Source: an optimization exercise on an open RTL-to-GDS flow (aim: small area, a short achievable clock period and few clock cycles per item). Production flows keep margins and buffers that such runs may drop. Where RTL was checked, it was by simulation tests only, not by an equivalence proof against the original. No activity file was given, so power comes from the tool's default toggle rates.

## old
==> flow/design.v <==
module processor(clk, reset, start_pc, max_pc, output_reg_addr,
                 instr_addr, instr, data_addr, data_in,
                 wb_en, wb_addr, wb_data, halted, OUTPUT_REG);
input clk;
input reset;
input [7:0] start_pc;
input [7:0] max_pc;
input [4:0] output_reg_addr;
output [7:0] instr_addr;
input [31:0] instr;
output [4:0] data_addr;
input [7:0] data_in;
output wb_en;
output [4:0] wb_addr;
output [7:0] wb_data;
output reg halted;
output [7:0] OUTPUT_REG;
reg [7:0] rf [1:31];    
reg [7:0] pc_seq;       
reg [7:0] pc_br;        
reg       pc_sel;       
reg       first;        
reg       stopped;      
reg       w_valid;      
reg       w_lw;         
reg       w_slt;        
reg [4:0] w_rd;
reg [7:0] w_a;
reg [7:0] w_b;
integer i;
wire [7:0] PC = pc_sel ? pc_br : pc_seq;
assign instr_addr = PC;
wire [7:0] w_sum  = w_a + w_b;
wire       w_lt   = $signed(w_a) < $signed(w_b);
wire [7:0] w_data = w_lw ? data_in : w_slt ? {7'd0, w_lt} : w_sum;
assign data_addr = w_sum[4:0];
assign wb_en   = w_valid;
assign wb_addr = w_rd;
assign wb_data = w_data;
wire squash = stopped | (~first & (PC >= max_pc));
wire [5:0] op  = instr[31:26];
wire [4:0] rs  = instr[25:21];
wire [4:0] rt  = instr[20:16];
wire [4:0] rd  = instr[15:11];
wire [5:0] fn  = instr[5:0];
wire [7:0] imm = instr[7:0];
wire [4:0] rb = halted ? output_reg_addr : rt;
reg  [7:0] ra_val;
reg  [7:0] rb_lo;
reg  [7:0] rb_hi;
always @(*) begin
  ra_val = 8'd0;
  rb_lo = 8'd0;
  rb_hi = 8'd0;
  for (i = 1; i < 32; i = i + 1)
    ra_val = ra_val | ({8{rs == i}} & rf[i]);
  for (i = 1; i < 16; i = i + 1) begin
    rb_lo = rb_lo | ({8{rb[3:0] == i}} & rf[i]);
    rb_hi = rb_hi | ({8{rb[3:0] == i}} & rf[i+16]);
  end
  rb_hi = rb_hi | ({8{rb[3:0] == 0}} & rf[16]);
end
wire [7:0] rb_val = rb[4] ? rb_hi : rb_lo;
assign OUTPUT_REG = rb_val;
wire [7:0] va = (w_valid && w_rd == rs) ? w_data : ra_val;
wire [7:0] vb = (w_valid && w_rd == rt) ? w_data : rb_val;
wire is_r     = (op == 6'h00);
wire is_addu  = is_r & (fn == 6'h21);
wire is_slt   = is_r & (fn == 6'h2a);
wire is_jr    = is_r & (fn == 6'h08);
wire is_addiu = (op == 6'h09);
wire is_beq   = (op == 6'h04);
wire is_bne   = (op == 6'h05);
wire is_jal   = (op == 6'h03);
wire is_lw    = (op == 6'h23);
wire [7:0] pc1   = PC + 8'd1;
wire       eq    = (va == vb);
wire       taken = (is_beq & eq) | (is_bne & ~eq);
wire [4:0] wa  = is_jal ? 5'd31 : is_r ? rd : rt;
wire       wr  = (is_addu | is_slt | is_addiu | is_lw | is_jal) & (wa != 5'd0);
wire [7:0] rf_d = w_data & {8{~reset}};
always @(posedge clk) begin
  for (i = 1; i < 32; i = i + 1)
    if (reset | (w_valid & (w_rd == i)))
      rf[i] <= rf_d;
end
always @(posedge clk) begin
  pc_br <= PC + imm;
  w_a   <= is_jal ? pc1 : va;
  w_b   <= is_jal ? 8'd0 : (is_addiu | is_lw) ? imm : vb;
  w_rd  <= wa;
  w_lw  <= is_lw;
  w_slt <= is_slt;
  if (reset) begin
    pc_seq  <= start_pc;
    pc_sel  <= 1'b0;
    first   <= 1'b1;
    stopped <= 1'b0;
    halted  <= 1'b0;
    w_valid <= 1'b0;
  end else begin
    pc_seq  <= is_jal ? imm : is_jr ? va : pc1;
    pc_sel  <= taken;
    first   <= 1'b0;
    stopped <= squash;
    halted  <= squash;
    w_valid <= ~squash & wr;
  end
end
endmodule
==> flow/config.mk <==
export PLATFORM = sky130hd
export DESIGN_NAME = processor
export DESIGN_NICKNAME = processor
export VERILOG_FILES = /design/flow/design.v
export SDC_FILE = /design/flow/constraint.sdc
export NUM_CORES = 4
export LEC_CHECK = 0
export CAP_MARGIN = 20
export CORE_MARGIN = 2
export CORE_UTILIZATION = 40
export SETUP_SLACK_MARGIN = 1.5
export SLEW_MARGIN = 20
==> flow/constraint.sdc <==
create_clock -name core_clock -period 5.5 [get_ports {clk}]
set_input_delay 1.1000 -clock core_clock [delete_from_list [all_inputs] [get_ports {clk}]]
set_output_delay 1.1000 -clock core_clock [all_outputs]
set_load 0.01 [all_outputs]
run.sh (not shown) runs the stock make flow with config.mk's settings and CLKGATE_MAP_FILE= SYNTH_SCRIPT=/design/flow/synth_recipe.tcl, a recipe that flattens the netlist after the stock synthesis.
diff inputs: old => new
-- flow/design.v --
<<< old, line 19
reg [7:0] pc_seq;       
reg [7:0] pc_br;        
reg       pc_sel;       
reg       first;        
reg       stopped;      
>>> new, line 19
reg [7:0] pc_seq;       
reg [7:0] pc_br;        
reg       w_beq;        
reg       w_bne;        
reg       first;        
reg       stopped;      
<<< old, line 29
reg [7:0] w_b;
integer i;
wire [7:0] PC = pc_sel ? pc_br : pc_seq;
assign instr_addr = PC;
wire [7:0] w_sum  = w_a + w_b;
>>> new, line 30
reg [7:0] w_b;
integer i;
wire       taken = (w_beq & (w_a == w_b)) | (w_bne & (w_a != w_b));
wire [7:0] PC = taken ? pc_br : pc_seq;
assign instr_addr = PC;
wire [7:0] w_sum  = w_a + w_b;
<<< old, line 45
wire [5:0] fn  = instr[5:0];
wire [7:0] imm = instr[7:0];
wire [4:0] rb = halted ? output_reg_addr : rt;
reg  [7:0] ra_val;
reg  [7:0] rb_lo;
reg  [7:0] rb_hi;
always @(*) begin
  ra_val = 8'd0;
  rb_lo = 8'd0;
  rb_hi = 8'd0;
  for (i = 1; i < 32; i = i + 1)
    ra_val = ra_val | ({8{rs == i}} & rf[i]);
  for (i = 1; i < 16; i = i + 1) begin
    rb_lo = rb_lo | ({8{rb[3:0] == i}} & rf[i]);
    rb_hi = rb_hi | ({8{rb[3:0] == i}} & rf[i+16]);
  end
  rb_hi = rb_hi | ({8{rb[3:0] == 0}} & rf[16]);
end
wire [7:0] rb_val = rb[4] ? rb_hi : rb_lo;
assign OUTPUT_REG = rb_val;
wire [7:0] va = (w_valid && w_rd == rs) ? w_data : ra_val;
wire [7:0] vb = (w_valid && w_rd == rt) ? w_data : rb_val;
>>> new, line 47
wire [5:0] fn  = instr[5:0];
wire [7:0] imm = instr[7:0];
reg  [7:0] ra_val;
reg  [7:0] rb_val;
reg  [7:0] ro_lo;
reg  [7:0] ro_hi;
always @(*) begin
  ra_val = 8'd0;
  rb_val = 8'd0;
  ro_lo = 8'd0;
  ro_hi = 8'd0;
  for (i = 1; i < 32; i = i + 1) begin
    ra_val = ra_val | ({8{rs == i}} & rf[i]);
    rb_val = rb_val | ({8{rt == i}} & rf[i]);
  end
  for (i = 0; i < 16; i = i + 1) begin
    if (i != 0) ro_lo = ro_lo | ({8{output_reg_addr[3:0] == i}} & rf[i]);
    ro_hi = ro_hi | ({8{output_reg_addr[3:0] == i}} & rf[i+16]);
  end
end
assign OUTPUT_REG = output_reg_addr[4] ? ro_hi : ro_lo;
wire [7:0] va = (w_valid && w_rd == rs) ? w_data : ra_val;
wire [7:0] vb = (w_valid && w_rd == rt) ? w_data : rb_val;
<<< old, line 75
wire is_lw    = (op == 6'h23);
wire [7:0] pc1   = PC + 8'd1;
wire       eq    = (va == vb);
wire       taken = (is_beq & eq) | (is_bne & ~eq);
wire [4:0] wa  = is_jal ? 5'd31 : is_r ? rd : rt;
wire       wr  = (is_addu | is_slt | is_addiu | is_lw | is_jal) & (wa != 5'd0);
>>> new, line 78
wire is_lw    = (op == 6'h23);
wire [7:0] pc1   = PC + 8'd1;
wire [4:0] wa  = is_jal ? 5'd31 : is_r ? rd : rt;
wire       wr  = (is_addu | is_slt | is_addiu | is_lw | is_jal) & (wa != 5'd0);
<<< old, line 94
  if (reset) begin
    pc_seq  <= start_pc;
    pc_sel  <= 1'b0;
    first   <= 1'b1;
    stopped <= 1'b0;
>>> new, line 95
  if (reset) begin
    pc_seq  <= start_pc;
    w_beq   <= 1'b0;
    w_bne   <= 1'b0;
    first   <= 1'b1;
    stopped <= 1'b0;
<<< old, line 101
  end else begin
    pc_seq  <= is_jal ? imm : is_jr ? va : pc1;
    pc_sel  <= taken;
    first   <= 1'b0;
    stopped <= squash;
>>> new, line 103
  end else begin
    pc_seq  <= is_jal ? imm : is_jr ? va : pc1;
    w_beq   <= is_beq;
    w_bne   <= is_bne;
    first   <= 1'b0;
    stopped <= squash;
==> run summary <==
Of new and old, the higher number of cells traversed by the worst register-to-register path belongs to old. Diff new and old: logic depth of the worst path, buffers included lower in new. Comparing new and old, post-route core utilization is higher on old. Fraction of the cycle the final worst path needs, new and old: higher on old. From old to new the numbers moved as follows: net switching power figure up 0.00017 W, detailed-router iteration count before antenna repair picked up an extra 2. Category of the critical setup timing path: in2reg -> new, in2out -> old. Compared with old, new shows a met3 wire length that is 2800 um higher.
Testbench counts of new, summed over its fixed seeds: cycles 8,384, instructions 8,192.
Function not checked in old: the RTL went through the layout flow alone.

Another version of the RTL of processor (not shown whole).
Size: ~1600 cells after synthesis, about 99 I/O pins, ~17000 µm² of cells after synthesis.
==> module processor, before the edit <==
module processor(clk, reset, start_pc, max_pc, output_reg_addr,
                 instr_addr, instr, data_addr, data_in,
                 wb_en, wb_addr, wb_data, halted, OUTPUT_REG);
input clk;
input reset;
input [7:0] start_pc;
input [7:0] max_pc;
input [4:0] output_reg_addr;
output [7:0] instr_addr;
input [31:0] instr;
output [4:0] data_addr;
input [7:0] data_in;
output wb_en;
output [4:0] wb_addr;
output [7:0] wb_data;
output halted;
output [7:0] OUTPUT_REG;
reg [7:0] rf [1:31];    
reg [7:0] pc_seq;       
reg [7:0] pc_br;        
reg       w_beq;        
reg       w_bne;        
reg       ge_seq;       
reg       ge_br;        
reg       halted_q;     
reg       first;        
reg       stopped;      
reg       w_valid;      
reg       w_lw;         
reg       w_slt;        
reg [4:0] w_rd;
reg [7:0] w_a;
reg [7:0] w_b;
integer i;
wire       taken = (w_beq & (w_a == w_b)) | (w_bne & (w_a != w_b));
wire [7:0] PC = taken ? pc_br : pc_seq;
assign instr_addr = PC;
wire [7:0] w_sum  = w_a + w_b;
wire       w_lt   = $signed(w_a) < $signed(w_b);
wire [7:0] w_data = w_lw ? data_in : w_slt ? {7'd0, w_lt} : w_sum;
assign data_addr = w_sum[4:0];
assign wb_en   = w_valid;
assign wb_addr = w_rd;
assign wb_data = w_data;
wire squash = stopped | (~first & (taken ? ge_br : ge_seq));
assign halted = halted_q | (squash & ~w_valid);
wire [5:0] op  = instr[31:26];
wire [4:0] rs  = instr[25:21];
wire [4:0] rt  = instr[20:16];
wire [4:0] rd  = instr[15:11];
wire [5:0] fn  = instr[5:0];
wire [7:0] imm = instr[7:0];
reg  [7:0] ra_val;
reg  [7:0] rb_val;
reg  [7:0] ro_lo;
reg  [7:0] ro_hi;
always @(*) begin
  ra_val = 8'd0;
  rb_val = 8'd0;
  ro_lo = 8'd0;
  ro_hi = 8'd0;
  for (i = 1; i < 32; i = i + 1) begin
    ra_val = ra_val | ({8{rs == i}} & rf[i]);
    rb_val = rb_val | ({8{rt == i}} & rf[i]);
  end
  for (i = 0; i < 16; i = i + 1) begin
    if (i != 0) ro_lo = ro_lo | ({8{output_reg_addr[3:0] == i}} & rf[i]);
    ro_hi = ro_hi | ({8{output_reg_addr[3:0] == i}} & rf[i+16]);
  end
end
assign OUTPUT_REG = output_reg_addr[4] ? ro_hi : ro_lo;
wire [7:0] va = (w_valid && w_rd == rs) ? w_data : ra_val;
wire [7:0] vb = (w_valid && w_rd == rt) ? w_data : rb_val;
wire is_r     = (op == 6'h00);
wire is_addu  = is_r & (fn == 6'h21);
wire is_slt   = is_r & (fn == 6'h2a);
wire is_jr    = is_r & (fn == 6'h08);
wire is_addiu = (op == 6'h09);
wire is_beq   = (op == 6'h04);
wire is_bne   = (op == 6'h05);
wire is_jal   = (op == 6'h03);
wire is_lw    = (op == 6'h23);
wire [7:0] pc1   = PC + 8'd1;
wire [4:0] wa  = is_jal ? 5'd31 : is_r ? rd : rt;
wire       wr  = (is_addu | is_slt | is_addiu | is_lw | is_jal) & (wa != 5'd0);
wire [7:0] pc_br_d  = PC + imm;
wire [7:0] pc_seq_d = is_jal ? imm : is_jr ? va : pc1;
wire [7:0] rf_d = w_data & {8{~reset}};
always @(posedge clk) begin
  for (i = 1; i < 32; i = i + 1)
    if (reset | (w_valid & (w_rd == i)))
      rf[i] <= rf_d;
end
always @(posedge clk) begin
  pc_br  <= pc_br_d;
  ge_br  <= pc_br_d >= max_pc;
  ge_seq <= pc_seq_d >= max_pc;
  w_a   <= is_jal ? pc1 : va;
  w_b   <= is_jal ? 8'd0 : (is_addiu | is_lw) ? imm : vb;
  w_rd  <= wa;
  w_lw  <= is_lw;
  w_slt <= is_slt;
  if (reset) begin
    pc_seq  <= start_pc;
    w_beq   <= 1'b0;
    w_bne   <= 1'b0;
    first   <= 1'b1;
    stopped <= 1'b0;
    halted_q <= 1'b0;
    w_valid <= 1'b0;
  end else begin
    pc_seq  <= pc_seq_d;
    w_beq   <= is_beq;
    w_bne   <= is_bne;
    first   <= 1'b0;
    stopped <= squash;
    halted_q <= squash;
    w_valid <= ~squash & wr;
  end
end
endmodule
clock: 5.5 ns
lec_check: 0
cap_margin: 20
core_margin: 2
core_utilization: 40
setup_slack_margin: 1.5
slew_margin: 20
Edit:
==> flow/design.v (replaced) <==
module processor(clk, reset, start_pc, max_pc, output_reg_addr,
                 instr_addr, instr, data_addr, data_in,
                 wb_en, wb_addr, wb_data, halted, OUTPUT_REG);
input clk;
input reset;
input [7:0] start_pc;
input [7:0] max_pc;
input [4:0] output_reg_addr;
output [7:0] instr_addr;
input [31:0] instr;
output [4:0] data_addr;
input [7:0] data_in;
output wb_en;
output [4:0] wb_addr;
output [7:0] wb_data;
output reg halted;
output [7:0] OUTPUT_REG;
reg [7:0] rf [1:31];    
reg [7:0] pc_seq;       
reg [7:0] pc_br;        
reg       pc_sel;       
reg       first;        
reg       stopped;      
reg       w_valid;      
reg       w_lw;         
reg       w_slt;        
reg [4:0] w_rd;
reg [7:0] w_a;
reg [7:0] w_b;
integer i;
wire [7:0] PC = pc_sel ? pc_br : pc_seq;
assign instr_addr = PC;
wire [7:0] w_sum  = w_a + w_b;
wire       w_lt   = $signed(w_a) < $signed(w_b);
wire [7:0] w_data = w_lw ? data_in : w_slt ? {7'd0, w_lt} : w_sum;
assign data_addr = w_sum[4:0];
assign wb_en   = w_valid;
assign wb_addr = w_rd;
assign wb_data = w_data;
wire squash = stopped | (~first & (PC >= max_pc));
wire [5:0] op  = instr[31:26];
wire [4:0] rs  = instr[25:21];
wire [4:0] rt  = instr[20:16];
wire [4:0] rd  = instr[15:11];
wire [5:0] fn  = instr[5:0];
wire [7:0] imm = instr[7:0];
wire [4:0] rb = halted ? output_reg_addr : rt;
reg  [7:0] ra_val;
reg  [7:0] rb_val;
always @(*) begin
  ra_val = 8'd0;
  rb_val = 8'd0;
  for (i = 1; i < 32; i = i + 1) begin
    ra_val = ra_val | ({8{rs == i}} & rf[i]);
    rb_val = rb_val | ({8{rb == i}} & rf[i]);
  end
end
assign OUTPUT_REG = rb_val;
wire [7:0] va = (w_valid && w_rd == rs) ? w_data : ra_val;
wire [7:0] vb = (w_valid && w_rd == rt) ? w_data : rb_val;
wire is_r     = (op == 6'h00);
wire is_addu  = is_r & (fn == 6'h21);
wire is_slt   = is_r & (fn == 6'h2a);
wire is_jr    = is_r & (fn == 6'h08);
wire is_addiu = (op == 6'h09);
wire is_beq   = (op == 6'h04);
wire is_bne   = (op == 6'h05);
wire is_jal   = (op == 6'h03);
wire is_lw    = (op == 6'h23);
wire [7:0] pc1   = PC + 8'd1;
wire       eq    = (va == vb);
wire       taken = (is_beq & eq) | (is_bne & ~eq);
wire [4:0] wa  = is_jal ? 5'd31 : is_r ? rd : rt;
wire       wr  = (is_addu | is_slt | is_addiu | is_lw | is_jal) & (wa != 5'd0);
wire [7:0] rf_d = w_data & {8{~reset}};
always @(posedge clk) begin
  for (i = 1; i < 32; i = i + 1)
    if (reset | (w_valid & (w_rd == i)))
      rf[i] <= rf_d;
end
always @(posedge clk) begin
  pc_br <= PC + imm;
  w_a   <= is_jal ? pc1 : va;
  w_b   <= is_jal ? 8'd0 : (is_addiu | is_lw) ? imm : vb;
  w_rd  <= wa;
  w_lw  <= is_lw;
  w_slt <= is_slt;
  if (reset) begin
    pc_seq  <= start_pc;
    pc_sel  <= 1'b0;
    first   <= 1'b1;
    stopped <= 1'b0;
    halted  <= 1'b0;
    w_valid <= 1'b0;
  end else begin
    pc_seq  <= is_jal ? imm : is_jr ? va : pc1;
    pc_sel  <= taken;
    first   <= 1'b0;
    stopped <= squash;
    halted  <= squash;
    w_valid <= ~squash & wr;
  end
end
endmodule
Result: Power went up by about 2.8%. Synthesized cell count went down by about 15%. Count of clock-buffer cells in the layout went down by 9. Clock power went down by about 6%. Non-clock buffer count went up by 98. Die area went down by 7.7%. Final cell count went down by 6.7%. Hold slack improves by 0.093 ns. Register-to-register slack degrades by 0.02 ns. Wire length went down by about 10%. Synthesized area went down by about 8%.
Testbench counts after the change, summed over its fixed seeds: cycles 8,384, instructions 8,192.
The RTL of the first run of this note was laid out without a check of its function.

==> re-timing with driven ports <==
How much do the figures lean on ideal ports? The routed layouts below were timed once more, with nothing changed but the port constraints. Step 1: set_driving_cell puts a clkbuf_16 on clk and a buf_2 on each other input, an assumption about the parent block. Step 2 moves the port delays by t, midway between the first and last clock arrival at a register: inputs arrive t later, outputs are due t later. That takes back most of the time a late clock gives input paths. Slacks: no drivers / after step 1 / after step 2; pairs: no drivers / after step 1.
| run | t, ns | setup slack, ns | worst hold slack (ns) | worst setup path after step 2 | latest minus earliest clock arrival (ns) |
|---|---|---|---|---|---|
| old | 0.601 | 1.302 / 1.238 / 0.910 | 0.573 / 0.573 / 0.573 | input to register | 0.030 / 0.029 |
| new | 0.658 | 1.360 / 1.360 / 0.702 | 0.612 / 0.612 / 0.612 | input to register | 0.032 / 0.032 |
| the first run of note 2 | 0.605 | 1.427 / 1.457 / 0.852 | 0.479 / 0.479 / 0.479 | input to register | 0.023 / 0.023 |
| the second run of note 2 | 0.657 | 1.000 / 0.961 / 0.834 | 0.572 / 0.572 / 0.572 | input to register | 0.011 / 0.011 |
After both steps setup and hold are still met in every run listed. The setup slack of new, which loses most, moves by 0.000 ns with the drivers and by -0.658 ns with both steps.
